Background: an optimization exercise with open tools, aiming at small area. Do not read the settings as production practice.
Only simulation tests tie the RTL to the original design; equivalence was not proved.
No activity file was given, so power comes from the tool's default toggle rates.

--- flow/config.mk ---
export PLATFORM = sky130hd
export DESIGN_NAME = morse_code_interpreter_top
export DESIGN_NICKNAME = morse_code_interpreter_top
export VERILOG_FILES = /design/flow/design.v
export SDC_FILE = /design/flow/constraint.sdc
export NUM_CORES = 4
export LEC_CHECK = 0
export CAP_MARGIN = 20
export CORE_MARGIN = 2
export CORE_UTILIZATION = 40
export SLEW_MARGIN = 20
--- flow/constraint.sdc ---
create_clock -name core_clock -period 10.0 [get_ports {clk}]
set_input_delay 2.0000 -clock core_clock [delete_from_list [all_inputs] [get_ports {clk}]]
set_output_delay 2.0000 -clock core_clock [all_outputs]
set_load 0.01 [all_outputs]
--- flow/design.v ---
`timescale 1ns / 1ps
module clk_1khz(
    input clk,
    input rst,
    output reg clock_1khz_output,
    output tick
    );
    parameter HALF_PERIOD = 4; 
    reg [19:0] clock_counter;
    always @(posedge clk)
    begin
        if (rst) begin
            clock_counter <= 0;
            clock_1khz_output <= 0;
        end
        else begin
            clock_counter <= clock_counter +1;
            if (clock_counter == HALF_PERIOD) begin 
                clock_counter <= 0;
                clock_1khz_output <= ~clock_1khz_output;
            end
        end
    end
    assign tick = !rst && (clock_counter == HALF_PERIOD) && !clock_1khz_output;
endmodule
`timescale 1ns / 1ps
module clock_display_refresh(
    input clk,
    input rst,
    output clk_div,
    output tick
    );
    parameter DIV_BIT = 4; 
    reg [25:0] count;
    always @(posedge clk)
    begin
        if (rst) begin
            count <= 0;
        end
        else begin
            count <= count +1;
        end
    end
    assign clk_div = count[DIV_BIT];
    assign tick = !rst && !count[DIV_BIT] && (&count[DIV_BIT-1:0]);
endmodule
`timescale 1ns / 1ps
module pulse_interpreter(
    input morse_in,
    input spaceKey,
    input clk,
    input tick, 
    input includeSpaces,
    input rst,
    output reg [2:0] pulse_event
    );
    parameter dash_time                 = 200; 
    parameter inter_letter_space_time   = 500; 
    parameter inter_word_space_time     = 1600; 
    parameter debounce_width = 30;
    parameter timer_width = 12;
    parameter MAX_TIMER_COUNT = (1 << timer_width) - 1; 
    parameter nothing                   = 0;
    parameter dit                       = 1;
    parameter dash                      = 2;
    parameter inter_letter_space        = 3;
    parameter inter_word_space          = 4;
    reg includeSpaces_registered;
    reg [debounce_width-1:0] morse_shift;
    wire debounced_morse;
    reg debounced_morse_d1;  
    reg [debounce_width-1:0] spaceKey_shift;
    wire debounced_spaceKey;
    reg debounced_spaceKey_d1;
    reg [2:0] next_pulse_event;
    reg [timer_width-1:0] high_pulse_counter;  
    reg [timer_width-1:0] low_pulse_counter;  
    reg high_pulse_counter_enable;
    reg low_pulse_counter_enable;
    always @(posedge clk) begin
        if (rst) begin
            morse_shift <= 0;
            spaceKey_shift <= 0;
        end else if (tick) begin
            morse_shift <= {morse_shift[debounce_width-2:0], morse_in};
            spaceKey_shift <= {spaceKey_shift[debounce_width-2:0], spaceKey};
        end
    end
    assign debounced_morse = &morse_shift;
    assign debounced_spaceKey = &spaceKey_shift;
    always @(posedge clk) begin
        if (rst) begin
            high_pulse_counter_enable <= 0;
            low_pulse_counter_enable <= 0;
            high_pulse_counter <= 0;
            low_pulse_counter <= 0;
            debounced_morse_d1 <= 0;
            debounced_spaceKey_d1 <= 0;
            next_pulse_event <= nothing;
            pulse_event <= nothing;
        end else if (tick) begin
            includeSpaces_registered <= includeSpaces;
            debounced_morse_d1 <= debounced_morse;  
            debounced_spaceKey_d1 <= debounced_spaceKey;
            next_pulse_event <= nothing;  
            if (debounced_spaceKey && !debounced_spaceKey_d1) begin 
                next_pulse_event <= inter_word_space;
            end
            else begin
                if (high_pulse_counter_enable) begin
                    high_pulse_counter <= high_pulse_counter + 1;
                    if (high_pulse_counter == MAX_TIMER_COUNT) begin
                        high_pulse_counter_enable <= 0;
                    end
                end else begin
                    high_pulse_counter <= 0;
                end
                if (low_pulse_counter_enable) begin
                    low_pulse_counter <= low_pulse_counter + 1;
                    if (low_pulse_counter == MAX_TIMER_COUNT) begin
                        low_pulse_counter_enable <= 0;
                    end
                end else begin
                    low_pulse_counter <= 0;
                end
                if (debounced_morse && !debounced_morse_d1) begin
                    high_pulse_counter_enable <= 1;
                    low_pulse_counter_enable <= 0;
                end
                else if (!debounced_morse && debounced_morse_d1) begin
                    high_pulse_counter_enable <= 0;
                    low_pulse_counter_enable <= 1;
                    if (high_pulse_counter < dash_time) begin
                        next_pulse_event <= dit;  
                    end else begin
                        next_pulse_event <= dash;  
                    end
                end
                else if (low_pulse_counter_enable) begin
                    if (low_pulse_counter == inter_word_space_time && includeSpaces_registered) begin
                        next_pulse_event <= inter_word_space;
                    end else if (low_pulse_counter == inter_letter_space_time) begin
                        next_pulse_event <= inter_letter_space;
                    end
                end
                if (next_pulse_event != nothing) begin
                    pulse_event <= next_pulse_event;  
                end else begin
                    pulse_event <= nothing;  
                end
            end
        end
    end
endmodule
`timescale 1ns / 1ps
module translate_morse(
    input clk,
    input tick, 
    input rst,
    input [2:0] pulse_event,
    output reg [4:0] letter,
    output reg shift,
    output shift_done 
    );
    parameter Init = 31;
    parameter ShiftOut = 30;
    parameter Space = 0;
    parameter A = 1;
    parameter B = 2;
    parameter C = 3;
    parameter D = 4;
    parameter E = 5;
    parameter F = 6;
    parameter G = 7;
    parameter H = 8;
    parameter I = 9;
    parameter J = 10;
    parameter K = 11;
    parameter L = 12;
    parameter M = 13;
    parameter N = 14;
    parameter O = 15;
    parameter P = 16;
    parameter Q = 17;
    parameter R = 18;
    parameter S = 19;
    parameter T = 20;
    parameter U = 21;
    parameter V = 22;
    parameter W = 23;
    parameter X = 24;
    parameter Y = 25;
    parameter Z = 26;
    parameter nothing                   = 0;
    parameter dit                       = 1;
    parameter dash                      = 2;
    parameter inter_letter_space        = 3;
    parameter inter_word_space          = 4;
    reg [4:0] current_state;
    reg [4:0] next_state;
    reg [4:0] next_letter;
    reg next_shift;
    always @(posedge clk) begin
        if (rst) begin
            current_state <= Init;
            letter <= 0;
        end
        else if (tick) begin
            current_state   <= next_state; 
            letter          <= next_letter; 
            shift <= next_shift;
        end
    end
    assign shift_done = tick && !rst && shift && !next_shift;
    always @(*) begin
        next_state = current_state;  
        next_letter = letter;        
        next_shift = 0;           
        case (current_state)
            Init: begin
                case (pulse_event)
                    nothing:                next_state = Init;
                    dit:                    next_state = E;
                    dash:                   next_state = T;
                    inter_letter_space: begin
                                            next_state = Init;
                                        end
                    inter_word_space:   begin
                                            next_state = Init;
                                            next_letter = Space;
                                            next_shift = 1;
                                        end
                endcase
                end
            A: begin
                case (pulse_event)
                    nothing:                next_state = current_state;
                    dit:                    next_state = R;
                    dash:                   next_state = W;
                    inter_letter_space: begin
                                            next_state = Init;
                                            next_letter = current_state;
                                            next_shift = 1;
                                        end
                    inter_word_space:   begin
                                            next_state = Init;
                                            next_letter = Space;
                                            next_shift = 1;
                                        end
                endcase
                end
            B: begin
                case (pulse_event)
                    nothing:                next_state = current_state;
                    dit:                    next_state = Init; 
                    dash:                   next_state = Init; 
                    inter_letter_space: begin
                                            next_state = Init;
                                            next_letter = current_state;
                                            next_shift = 1;
                                        end
                    inter_word_space:   begin
                                            next_state = Init;
                                            next_letter = Space;
                                            next_shift = 1;
                                        end
                endcase
                end
            C: begin
                case (pulse_event)
                    nothing:                next_state = current_state;
                    dit:                    next_state = Init; 
                    dash:                   next_state = Init; 
                    inter_letter_space: begin
                                            next_state = Init;
                                            next_letter = current_state;
                                            next_shift = 1;
                                        end
                    inter_word_space:   begin
                                            next_state = Init;
                                            next_letter = Space;
                                            next_shift = 1;
                                        end
                endcase
                end
            D: begin
                case (pulse_event)
                    nothing:                next_state = current_state;
                    dit:                    next_state = B;
                    dash:                   next_state = X;
                    inter_letter_space: begin
                                            next_state = Init;
                                            next_letter = current_state;
                                            next_shift = 1;
                                        end
                    inter_word_space:   begin
                                            next_state = Init;
                                            next_letter = Space;
                                            next_shift = 1;
                                        end
                endcase
                end
            E: begin
                case (pulse_event)
                    nothing:                next_state = current_state;
                    dit:                    next_state = I;
                    dash:                   next_state = A;
                    inter_letter_space: begin
                                            next_state = Init;
                                            next_letter = current_state;
                                            next_shift = 1;
                                        end
                    inter_word_space:   begin
                                            next_state = Init;
                                            next_letter = Space;
                                            next_shift = 1;
                                        end
                endcase
                end
            F: begin
                case (pulse_event)
                    nothing:                next_state = current_state;
                    dit:                    next_state = Init; 
                    dash:                   next_state = Init; 
                    inter_letter_space: begin
                                            next_state = Init;
                                            next_letter = current_state;
                                            next_shift = 1;
                                        end
                    inter_word_space:   begin
                                            next_state = Init;
                                            next_letter = Space;
                                            next_shift = 1;
                                        end
                endcase
                end
            G: begin
                case (pulse_event)
                    nothing:                next_state = current_state;
                    dit:                    next_state = Z;
                    dash:                   next_state = Q;
                    inter_letter_space: begin
                                            next_state = Init;
                                            next_letter = current_state;
                                            next_shift = 1;
                                        end
                    inter_word_space:   begin
                                            next_state = Init;
                                            next_letter = Space;
                                            next_shift = 1;
                                        end
                endcase
                end
            H: begin
                case (pulse_event)
                    nothing:                next_state = current_state;
                    dit:                    next_state = Init; 
                    dash:                   next_state = Init; 
                    inter_letter_space: begin
                                            next_state = Init;
                                            next_letter = current_state;
                                            next_shift = 1;
                                        end
                    inter_word_space:   begin
                                            next_state = Init;
                                            next_letter = Space;
                                            next_shift = 1;
                                        end
                endcase
                end
            I: begin
                case (pulse_event)
                    nothing:                next_state = current_state;
                    dit:                    next_state = S;
                    dash:                   next_state = U;
                    inter_letter_space: begin
                                            next_state = Init;
                                            next_letter = current_state;
                                            next_shift = 1;
                                        end
                    inter_word_space:   begin
                                            next_state = Init;
                                            next_letter = Space;
                                            next_shift = 1;
                                        end
                endcase
                end
            J: begin
                case (pulse_event)
                    nothing:                next_state = current_state;
                    dit:                    next_state = Init; 
                    dash:                   next_state = Init; 
                    inter_letter_space: begin
                                            next_state = Init;
                                            next_letter = current_state;
                                            next_shift = 1;
                                        end
                    inter_word_space:   begin
                                            next_state = Init;
                                            next_letter = Space;
                                            next_shift = 1;
                                        end
                endcase
                end
            K: begin
                case (pulse_event)
                    nothing:                next_state = current_state;
                    dit:                    next_state = C;
                    dash:                   next_state = Y;
                    inter_letter_space: begin
                                            next_state = Init;
                                            next_letter = current_state;
                                            next_shift = 1;
                                        end
                    inter_word_space:   begin
                                            next_state = Init;
                                            next_letter = Space;
                                            next_shift = 1;
                                        end
                endcase
                end
            L: begin
                case (pulse_event)
                    nothing:                next_state = current_state;
                    dit:                    next_state = Init; 
                    dash:                   next_state = Init; 
                    inter_letter_space: begin
                                            next_state = Init;
                                            next_letter = current_state;
                                            next_shift = 1;
                                        end
                    inter_word_space:   begin
                                            next_state = Init;
                                            next_letter = Space;
                                            next_shift = 1;
                                        end
                endcase
                end
            M: begin
                case (pulse_event)
                    nothing:                next_state = current_state;
                    dit:                    next_state = G;
                    dash:                   next_state = O;
                    inter_letter_space: begin
                                            next_state = Init;
                                            next_letter = current_state;
                                            next_shift = 1;
                                        end
                    inter_word_space:   begin
                                            next_state = Init;
                                            next_letter = Space;
                                            next_shift = 1;
                                        end
                endcase
                end
            N: begin
                case (pulse_event)
                    nothing:                next_state = current_state;
                    dit:                    next_state = D;
                    dash:                   next_state = K;
                    inter_letter_space: begin
                                            next_state = Init;
                                            next_letter = current_state;
                                            next_shift = 1;
                                        end
                    inter_word_space:   begin
                                            next_state = Init;
                                            next_letter = Space;
                                            next_shift = 1;
                                        end
                endcase
                end
            O: begin
                case (pulse_event)
                    nothing:                next_state = current_state;
                    dit:                    next_state = Init; 
                    dash:                   next_state = Init; 
                    inter_letter_space: begin
                                            next_state = Init;
                                            next_letter = current_state;
                                            next_shift = 1;
                                        end
                    inter_word_space:   begin
                                            next_state = Init;
                                            next_letter = Space;
                                            next_shift = 1;
                                        end
                endcase
                end
            P: begin
                case (pulse_event)
                    nothing:                next_state = current_state;
                    dit:                    next_state = Init; 
                    dash:                   next_state = Init; 
                    inter_letter_space: begin
                                            next_state = Init;
                                            next_letter = current_state;
                                            next_shift = 1;
                                        end
                    inter_word_space:   begin
                                            next_state = Init;
                                            next_letter = Space;
                                            next_shift = 1;
                                        end
                endcase
                end
            Q: begin
                case (pulse_event)
                    nothing:                next_state = current_state;
                    dit:                    next_state = Init; 
                    dash:                   next_state = Init; 
                    inter_letter_space: begin
                                            next_state = Init;
                                            next_letter = current_state;
                                            next_shift = 1;
                                        end
                    inter_word_space:   begin
                                            next_state = Init;
                                            next_letter = Space;
                                            next_shift = 1;
                                        end
                endcase
                end
            R: begin
                case (pulse_event)
                    nothing:                next_state = current_state;
                    dit:                    next_state = L;
                    dash:                   next_state = Init; 
                    inter_letter_space: begin
                                            next_state = Init;
                                            next_letter = current_state;
                                            next_shift = 1;
                                        end
                    inter_word_space:   begin
                                            next_state = Init;
                                            next_letter = Space;
                                            next_shift = 1;
                                        end
                endcase
                end
            S: begin
                case (pulse_event)
                    nothing:                next_state = current_state;
                    dit:                    next_state = H;
                    dash:                   next_state = V;
                    inter_letter_space: begin
                                            next_state = Init;
                                            next_letter = current_state;
                                            next_shift = 1;
                                        end
                    inter_word_space:   begin
                                            next_state = Init;
                                            next_letter = Space;
                                            next_shift = 1;
                                        end
                endcase
                end
            T: begin
                case (pulse_event)
                    nothing:                next_state = current_state;
                    dit:                    next_state = N;
                    dash:                   next_state = M;
                    inter_letter_space: begin
                                            next_state = Init;
                                            next_letter = current_state;
                                            next_shift = 1;
                                        end
                    inter_word_space:   begin
                                            next_state = Init;
                                            next_letter = Space;
                                            next_shift = 1;
                                        end
                endcase
                end
            U: begin
                case (pulse_event)
                    nothing:                next_state = current_state;
                    dit:                    next_state = F;
                    dash:                   next_state = Init; 
                    inter_letter_space: begin
                                            next_state = Init;
                                            next_letter = current_state;
                                            next_shift = 1;
                                        end
                    inter_word_space:   begin
                                            next_state = Init;
                                            next_letter = Space;
                                            next_shift = 1;
                                        end
                endcase
                end
            V: begin
                case (pulse_event)
                    nothing:                next_state = current_state;
                    dit:                    next_state = Init; 
                    dash:                   next_state = Init; 
                    inter_letter_space: begin
                                            next_state = Init;
                                            next_letter = current_state;
                                            next_shift = 1;
                                        end
                    inter_word_space:   begin
                                            next_state = Init;
                                            next_letter = Space;
                                            next_shift = 1;
                                        end
                endcase
                end
            W: begin
                case (pulse_event)
                    nothing:                next_state = current_state;
                    dit:                    next_state = P;
                    dash:                   next_state = J;
                    inter_letter_space: begin
                                            next_state = Init;
                                            next_letter = current_state;
                                            next_shift = 1;
                                        end
                    inter_word_space:   begin
                                            next_state = Init;
                                            next_letter = Space;
                                            next_shift = 1;
                                        end
                endcase
                end
            X: begin
                case (pulse_event)
                    nothing:                next_state = current_state;
                    dit:                    next_state = Init; 
                    dash:                   next_state = Init; 
                    inter_letter_space: begin
                                            next_state = Init;
                                            next_letter = current_state;
                                            next_shift = 1;
                                        end
                    inter_word_space:   begin
                                            next_state = Init;
                                            next_letter = Space;
                                            next_shift = 1;
                                        end
                endcase
                end
            Y: begin
                case (pulse_event)
                    nothing:                next_state = current_state;
                    dit:                    next_state = Init; 
                    dash:                   next_state = Init; 
                    inter_letter_space: begin
                                            next_state = Init;
                                            next_letter = current_state;
                                            next_shift = 1;
                                        end
                    inter_word_space:   begin
                                            next_state = Init;
                                            next_letter = Space;
                                            next_shift = 1;
                                        end
                endcase
                end
            Z: begin
                case (pulse_event)
                    nothing:                next_state = current_state;
                    dit:                    next_state = Init; 
                    dash:                   next_state = Init; 
                    inter_letter_space: begin
                                            next_state = Init;
                                            next_letter = current_state;
                                            next_shift = 1;
                                        end
                    inter_word_space:   begin
                                            next_state = Init;
                                            next_letter = Space;
                                            next_shift = 1;
                                        end
                endcase
                end
        endcase
    end
endmodule
`timescale 1ns / 1ps
module digit_selector(
    input clk,
    input tick, 
    input rst,
    output reg [3:0] digit_sel
    );
    always @(posedge clk)
    begin
        if (rst) begin
            digit_sel <= 4'b1110;
        end
        else if (tick) begin
            case (digit_sel)
            4'b1110: digit_sel <= 4'b1101;
            4'b1101: digit_sel <= 4'b1011;
            4'b1011: digit_sel <= 4'b0111;
            4'b0111: digit_sel <= 4'b1110;
            default: digit_sel <= 4'b1110;
            endcase
        end
    end
endmodule
`timescale 1ns / 1ps
module character_selector(
    input clk,
    input [3:0] digit_sel, 
    input [4:0] char_num, 
    input shift, 
    input rst, 
    output reg [4:0] char_num_output 
    );
    reg [19:0] digits;
    always @(posedge clk) begin
        if (rst) begin
            digits <= 0;
        end else if (shift) begin
            digits <= {digits[14:0], char_num};
        end
    end
    always @(*)
    begin
    case (digit_sel)
        4'b1110: char_num_output = digits[4:0];
        4'b1101: char_num_output = digits[9:5];
        4'b1011: char_num_output = digits[14:10];
        4'b0111: char_num_output = digits[19:15];
        default: char_num_output = digits[4:0];
        endcase
    end
endmodule
`timescale 1ns / 1ps
module sseg_display(
    output reg [6:0] seg,
    output dp,
    input [4:0] char_num
    );
    assign dp = 1'b1; 
    always @(*) begin
        case (char_num)
            5'd0: seg = 7'b1111111;  
            5'd1:  seg = 7'b0001000;  
            5'd2:  seg = 7'b0000011;  
            5'd3:  seg = 7'b1000110;  
            5'd4:  seg = 7'b0100001;  
            5'd5:  seg = 7'b0000110;  
            5'd6:  seg = 7'b0001110;  
            5'd7:  seg = 7'b0010000;  
            5'd8:  seg = 7'b0001011;  
            5'd9:  seg = 7'b1001111;  
            5'd10:  seg = 7'b1100001;  
            5'd11: seg = 7'b0001010;  
            5'd12: seg = 7'b1000111;  
            5'd13: seg = 7'b0101010;  
            5'd14: seg = 7'b0101011;  
            5'd15: seg = 7'b0100011;  
            5'd16: seg = 7'b0001100;  
            5'd17: seg = 7'b0011000;  
            5'd18: seg = 7'b0101111;  
            5'd19: seg = 7'b0010010;  
            5'd20: seg = 7'b0000111;  
            5'd21: seg = 7'b1100011;  
            5'd22: seg = 7'b1010101;  
            5'd23: seg = 7'b0010101;  
            5'd24: seg = 7'b1101011;  
            5'd25: seg = 7'b0010001;  
            5'd26: seg = 7'b0100100;  
            default: seg = 7'b1111111;
        endcase
    end
endmodule
`timescale 1ns / 1ps
module morse_code_interpreter_top (
    input clk,
    input btnL,
    input btnC,
    input btnR,
    input btnD,
    input [15:0] sw,
    input [4:0] JB,  
    output [6:0] seg,
    output [3:0] an,
    output dp,
    output [4:0] JA,
    output led
    );
    wire d_out;
    wire d_out_raw;
    wire rst;
    wire clock_1khz;
    wire tick_1khz;
    reg source_talking;
    reg source_talking_d1;
    assign rst = btnC || (source_talking ^ source_talking_d1);
    assign JA[0] = btnR;
    assign JA[4:1] = 4'b0000; 
    assign d_out_raw = btnR || JB[0];
    assign led = ~source_talking;
    reg [4:0] d_out_shift;
    always @(posedge clk) begin
        if (btnC) begin
            source_talking <= 0;
            source_talking_d1 <= 0; 
            d_out_shift <= 0; 
        end
        else if (tick_1khz) begin
            if (JB[0]) begin
                source_talking <= 0;
            end
            else if (btnR) begin
                source_talking <= 1;
            end
            d_out_shift <= {d_out_shift[3:0], d_out_raw};
            source_talking_d1 <= source_talking;
        end
    end
    assign d_out = d_out_shift[4];
    clk_1khz U1 (
        .clk(clk),
        .rst(btnC),
        .clock_1khz_output(clock_1khz),
        .tick(tick_1khz)
    );
    wire clk_display_refresh;
    wire tick_refresh;
    clock_display_refresh U2 (
        .clk(clk),
        .rst(rst),
        .clk_div(clk_display_refresh),
        .tick(tick_refresh)
    );
    wire [2:0] output_pulse_event;
    pulse_interpreter U3 (
        .morse_in(d_out),
        .spaceKey(btnD),
        .includeSpaces(sw[15]),
        .clk(clk),
        .tick(tick_1khz),
        .rst(rst),
        .pulse_event(output_pulse_event)
    );
    wire [4:0] letter;
    wire shift_letters;
    wire shift_done;
    translate_morse U4 (
        .clk(clk),
        .tick(tick_1khz),
        .rst(rst),
        .pulse_event(output_pulse_event),
        .letter(letter),
        .shift(shift_letters),
        .shift_done(shift_done)
    );
    digit_selector U5 ( 
    .clk(clk),
    .tick(tick_refresh),
    .rst(rst),
    .digit_sel(an)
    );
    wire [4:0] selected_letter;
    character_selector U6 ( 
    .clk(clk),
    .digit_sel(an),
    .char_num(letter),
    .shift(shift_done),
    .rst(rst),
    .char_num_output(selected_letter)
    );
    sseg_display U7 (
    .seg(seg),
    .dp(dp),
    .char_num(selected_letter)
    );
endmodule
--- flow/run.sh ---
#!/bin/bash
# synth_recipe.tcl (not shown) runs the flow's synth.tcl, then flattens the netlist and writes it again
# the make line also repeats each setting of config.mk as NAME=value (left out here)
make -C /OpenROAD-flow-scripts/flow DESIGN_CONFIG=/design/flow/config.mk WORK_HOME=/design/flow/orfs CLKGATE_MAP_FILE= SYNTH_SCRIPT=/design/flow/synth_recipe.tcl finish
==> run summary <==
==> power by group through the flow <==
stage	logic, mW	clock network [mW]	registers [mW]
after floorplan	0.0324	0	0.671
after global routing	0.0472	0.682	0.658
after global placement	0.0432	0	0.672
final	0.0424	0.636	0.658
after CTS	0.0431	0.653	0.658
after detailed placement	0.0429	0	0.672
==> sequential cells by signal (all words and copies together) (netlist names) <==
register / count
U3.pulse_event: 3
U3.debounced_spaceKey_d1: 1
U3.high_pulse_counter_enable: 1
U2.count: 5
U3.debounced_morse_d1: 1
U4.current_state: 5
U5.digit_sel: 4
d_out_shift: 5
U3.next_pulse_event: 3
U6.digits: 20
U3.low_pulse_counter: 12
U3.low_pulse_counter_enable: 1
U4.shift: 1
U3.high_pulse_counter: 12
U1.clock_1khz_output: 1
U3.spaceKey_shift: 30
U3.morse_shift: 30
U4.letter: 5
U3.includeSpaces_registered: 1
U1.clock_counter: 20
source_talking_d1: 1
source_talking: 1
==> area by class of cell <==
| class | count | area [um2] |
|---|---|---|
| fill | 2059 | 11000 |
| multi-input combinational | 798 | 4470 |
| sequential | 163 | 3280 |
| clock buffer | 20 | 447 |
| tap | 270 | 338 |
| timing repair buffer | 28 | 255 |
| clock inverter | 12 | 130 |
| inverter | 20 | 75.1 |
==> per-stage QoR <==
stage                     setup WS (ns)  area, um2  instances  power, mW  utilization (%)
after global placement             4.76       8420       1279      0.715             42.0
after detailed placement           4.71       8420       1279      0.715             42.0
after floorplan                    5.46       8110       1054      0.703                -
after CTS                          4.25       8990       1311       1.35             44.9
final                              4.26       8990       1311       1.34             44.9
after global routing               3.94       8990       1311       1.39             44.9
==> routing by layer <==
metal	up-vias	part of all wire [%]	global-route usage (%)
met2	125	45	25.4
met5	-	0	0
li1	3646	-	-
met4	0	1.5	5.68
met1	3216	50	20.8
met3	18	3.7	3.81
==> cell usage in the layout (no fill, tap or decap), types with 5 or more instances in the layout <==
| cell | synthesis | final |
|---|---|---|
| sky130_fd_sc_hd__nand3_1 | 34 | 34 |
| sky130_fd_sc_hd__nor4_1 | 12 | 12 |
| sky130_fd_sc_hd__clkbuf_16 | 0 | 17 |
| sky130_fd_sc_hd__mux2i_1 | 31 | 31 |
| sky130_fd_sc_hd__and2_1 | 12 | 12 |
| sky130_fd_sc_hd__nand2_1 | 206 | 206 |
| sky130_fd_sc_hd__a31oi_1 | 6 | 6 |
| sky130_fd_sc_hd__a21oi_1 | 129 | 129 |
| sky130_fd_sc_hd__or3_1 | 7 | 7 |
| sky130_fd_sc_hd__nand4_1 | 32 | 32 |
| sky130_fd_sc_hd__xor2_1 | 13 | 13 |
| sky130_fd_sc_hd__buf_4 | 6 | 10 |
| sky130_fd_sc_hd__xnor2_1 | 9 | 9 |
| sky130_fd_sc_hd__and3_1 | 13 | 13 |
| sky130_fd_sc_hd__clkdlybuf4s50_1 | 0 | 18 |
| sky130_fd_sc_hd__o21ai_0 | 40 | 40 |
| sky130_fd_sc_hd__o22ai_1 | 7 | 7 |
| sky130_fd_sc_hd__ha_1 | 14 | 14 |
| sky130_fd_sc_hd__nand4b_1 | 6 | 6 |
| sky130_fd_sc_hd__or4_1 | 9 | 9 |
| sky130_fd_sc_hd__nor2b_1 | 8 | 8 |
| sky130_fd_sc_hd__nand3b_1 | 16 | 16 |
| sky130_fd_sc_hd__nor2_1 | 92 | 91 |
| sky130_fd_sc_hd__a21o_1 | 5 | 5 |
| sky130_fd_sc_hd__conb_1 | 2 | 5 |
| sky130_fd_sc_hd__nand2b_1 | 7 | 6 |
| sky130_fd_sc_hd__dfxtp_1 | 161 | 161 |
| sky130_fd_sc_hd__inv_1 | 19 | 19 |
| sky130_fd_sc_hd__nor3_1 | 16 | 16 |
==> worst min-delay path by stage <==
| stage | from | endpoint | slack [ns] |
|---|---|---|---|
| 4_1_cts | d_out_shift[2] | d_out_shift[2] | 0.45 |
| 2_1_floorplan | U2.count[0] | U2.count[0] | 0.42 |
| 3_5_place_dp | d_out_shift[2] | d_out_shift[2] | 0.45 |
| 6_report | d_out_shift[1] | d_out_shift[1] | 0.45 |
| 3_3_place_gp | U2.count[0] | U2.count[0] | 0.43 |
| 5_1_grt | U3.morse_shift[29] | U3.morse_shift[29] | 0.48 |
==> critical path: cells and delay by family (launching register included) <==
family,cells,cell delay [ns]
buffers and inverters,2,0.84
AO/OA/AOI/OAI,4,1.18
AND/OR/NAND/NOR,1,0.27
flip-flops,1,0.67
adder cells (fa/ha/maj),1,0.35
==> logic make-up after synthesis <==
group	count (synthesis)
xor gates and xnor gates	22
AOI/OAI and AO/OA	234
DFF	163
buffers and inverters	93
and+or+nand+nor	489
adders and majority gates	15
other	2
muxes	33
==> metrics.sh <==
NUMBER_OF_DESIGN_RULE_VIOLATIONS_LEFT_BY_THE_FIRST_DETAILED_ROUTER_ITERATION=518
DRT-PASS1-ITER-COUNT=5
PWR-SHARE-CLK_PCT=47.6
SYNTHDOMINANTAREACELLTYPE='sky130_fd_sc_hd__dfxtp_1'
SETUP_REPAIR_AFTER_GLOBAL_ROUTING_MISSED_ITS_MARGIN='false'
FINALWORSTPATHREQUIREDPERIOD_NS=5.74
START_KIND='register'
POST_CTS.REPAIR.SETUP_BUFFERS=0
SEQUENTIALPOWERSHARE_PCT=49.2
CLK_TRANSITION_REPORTED_PATHS_NS=0.07
SYNTHADDERAREAFRAC_PCT=2.29
ROUTE.DETAILED.WL_PER_INST_UM=13.1
CTS_TREE='built'
SYNTH_TOP_AREA_SHARE_PCT=39.8
WORST_REG2REG_SETUP_SLACK_NS=6.74
YOSYS_REGISTER_BITS=163
START_UTIL_PCT=40.4
MUXSHAREOFSYNTHAREA_PCT=4.11
POST_SYNTH_INSTANCE_AREA_UM2=8100
SETUP.WORST_PATH.END_CLASS='primary output'
HALF_PERIMETER_WIRE_LENGTH_AFTER_DETAILED_PLACEMENT_UM=11000
FINALHOLDVIOLCOUNT=0
GP_CONGESTION=0.877
POSTCTSHOLDBUFS=0
ANTENNA_LEFT=0
SWSHARE_PCT=22.2
P_LEAK_nW=3.14
IO_BUFFERS=18
PWR-SHARE-COMB_PCT=3.2
SYNTH_COMPOUND_GATE_AREA_SHARE_PCT=17.1
HOLD_PATH_DEPTH=2
FINAL.PERIOD_UTILIZATION_PCT=57.4
VIAS_IN_THE_FIRST_GLOBAL_ROUTE=6107
CLK-INSERTION-DELAY-LATE_NS=0.43
ROWS=52
ASYNC_RESET_FF_SHARE_PCT=0
SYNTH-EDFF-COUNT=2
SYNTHESIS_WARNING_TOTAL=8
CHIPWIDTH_UM=146
CTSHTREEMAXLEVEL=4
CRITPATHSLOWESTCELL='sky130_fd_sc_hd__dfxtp_1'
POST_DRT_VIA_CELL_RATIO=5.34
SEQ_AREA_FRAC_SYNTH_PCT=40.5
SYNTH_AREA_PER_CELL_UM2=7.71
REG2REG_TO='U3.low_pulse_counter[8]'
CRIT_TYPE='reg2out'
GRT_OVERFLOW=0
SYN-INSTANCE-COUNT=1051
HOLD_SLACK_NS=0.452
CLK_PATH_BUF_DEPTH=2
ROUTED-VIA-COUNT=7005
SHARE_OF_POST_ROUTE_CELLS_WITH_DRIVE_STRENGTH_ABOVE_1_PCT=4.80
TIMING.CRITICAL_PATH.TO='seg[1]'
RUN_STATUS='no timing/DRC/antenna violations'
IR_WORST_VDD_V=0.0000989
SYNTH.LIB_CELLS_USED.DISTINCT=66
SETUP_TNS_NS=0
WORSTREGTOREGCELLS=7
MAX-CAP-VIOLATIONS=0
P_PER_AREA_nW_PER_UM2=149
INTERNAL-POWER_mW=1.04
GRT_FIRST_PASS_WIRELENGTH_UM=28700
WORSTHOLDPATHTYPE='reg2reg'
SYNTH.MOST_COMMON_CELL='sky130_fd_sc_hd__nand2_1'
GRT_MAX_DEGREE=86
GLOBAL_ROUTE.USAGE.TOTAL_PCT=15.8
ANTENNA_FOUND_INITIAL=0
ANTENNA_CELLS=0
YOSYS-TOP-CELLS-AREA='sky130_fd_sc_hd__dfxtp_1 (40%), sky130_fd_sc_hd__nand2_1 (9.5%), sky130_fd_sc_hd__a21oi_1 (8.0%), sky130_fd_sc_hd__nor2_1 (4.3%), sky130_fd_sc_hd__mux2i_1 (3.8%)'
POWER.NET_SWITCHING_mW=0.296
SYN_TO_FINAL_GROWTH_PCT=11.0
DIEAREA_UM2=21400
POST_SYNTH_MOST_FREQUENT_CELLS='sky130_fd_sc_hd__nand2_1 (206), sky130_fd_sc_hd__dfxtp_1 (161), sky130_fd_sc_hd__a21oi_1 (129), sky130_fd_sc_hd__nor2_1 (92), sky130_fd_sc_hd__clkbuf_1 (59)'
FIN_SKEW_NS=0.0108
SYNTH_XOR_XNOR_AREA_SHARE_PCT=2.38
R2R-START='U1.clock_counter[5]'
COMBINATIONAL_FAMILY_WITH_THE_MOST_AREA_AFTER_SYNTHESIS='simple AND/OR/NAND/NOR gates'
FINAL_NETS=1068
REQUIRED_NS=8.00
COUNT_OF_PINS_OVER_THEIR_SLEW_LIMIT=0
PLACEABLECOREAREA_UM2=20000
SYNTHFLOPTYPE='sky130_fd_sc_hd__dfxtp_1'
POST_SYNTH_AND_OR_NAND_NOR_AREA_FRACTION_PCT=28.8
CTS_INSERTED_BUFFERS=17
CTS_REPAIR_RESIZE_COUNT=0
ACHIEVABLE-FREQUENCY_GHz=0.174
I_O_PIN_TOTAL=44
CRIT_CHAIN='and4b_1 > a31oi_1 > a221o_1 > inv_1 > ha_1 > o22a_1 > a2bb2oi_1 > clkdlybuf4s50_1'
TIMING.CRITICAL_PATH.ARRIVAL_NS=3.74
MAX_SLEW_MARGIN_PCT=26.7
FINISH_STAGE_SETUP_VIOLS=0
CPPEAKSTAGEDELAY_NS=0.67
CRITICAL_PATH.MAX_FANOUT=19
DRT_WL_TOTAL_UM=17200
WORST_SLEW_PIN_SLEW_NS=1.10
DRC=0
DIEHEIGHT_UM=146
CTSROOTBUFFERMASTER='sky130_fd_sc_hd__clkbuf_16'
SINK_COUNT_OF_THE_CLOCK_TREE=163
CRITICAL_PATH.STARTPOINT='U5.digit_sel[3]'

[separate check: timing with driven ports]
The results above use ideal ports. As a check the final layout listed here was re-extracted and re-timed, cells and wires unchanged. Step 1 assumes that a clkbuf_16 drives the clock port and a buf_2 every other input. Step 2 moves the port delays by t, midway between the first and last clock arrival at a register: inputs arrive t later, outputs are due t later. That takes back most of the time a late clock gives input paths. Three values: ideal ports, drivers, drivers and shift; two values: the first two.
t (ns): 0.466
setup slack, ns: 4.259 / 4.215 / 4.680
clock arrival spread, ns: 0.011 / 0.011
slew at the worst register clock pin (ns): 0.07 / 0.07
After both steps setup and hold are still met in this run. For this run, drivers alone change the setup slack by -0.044 ns; drivers and shift together by +0.421 ns.
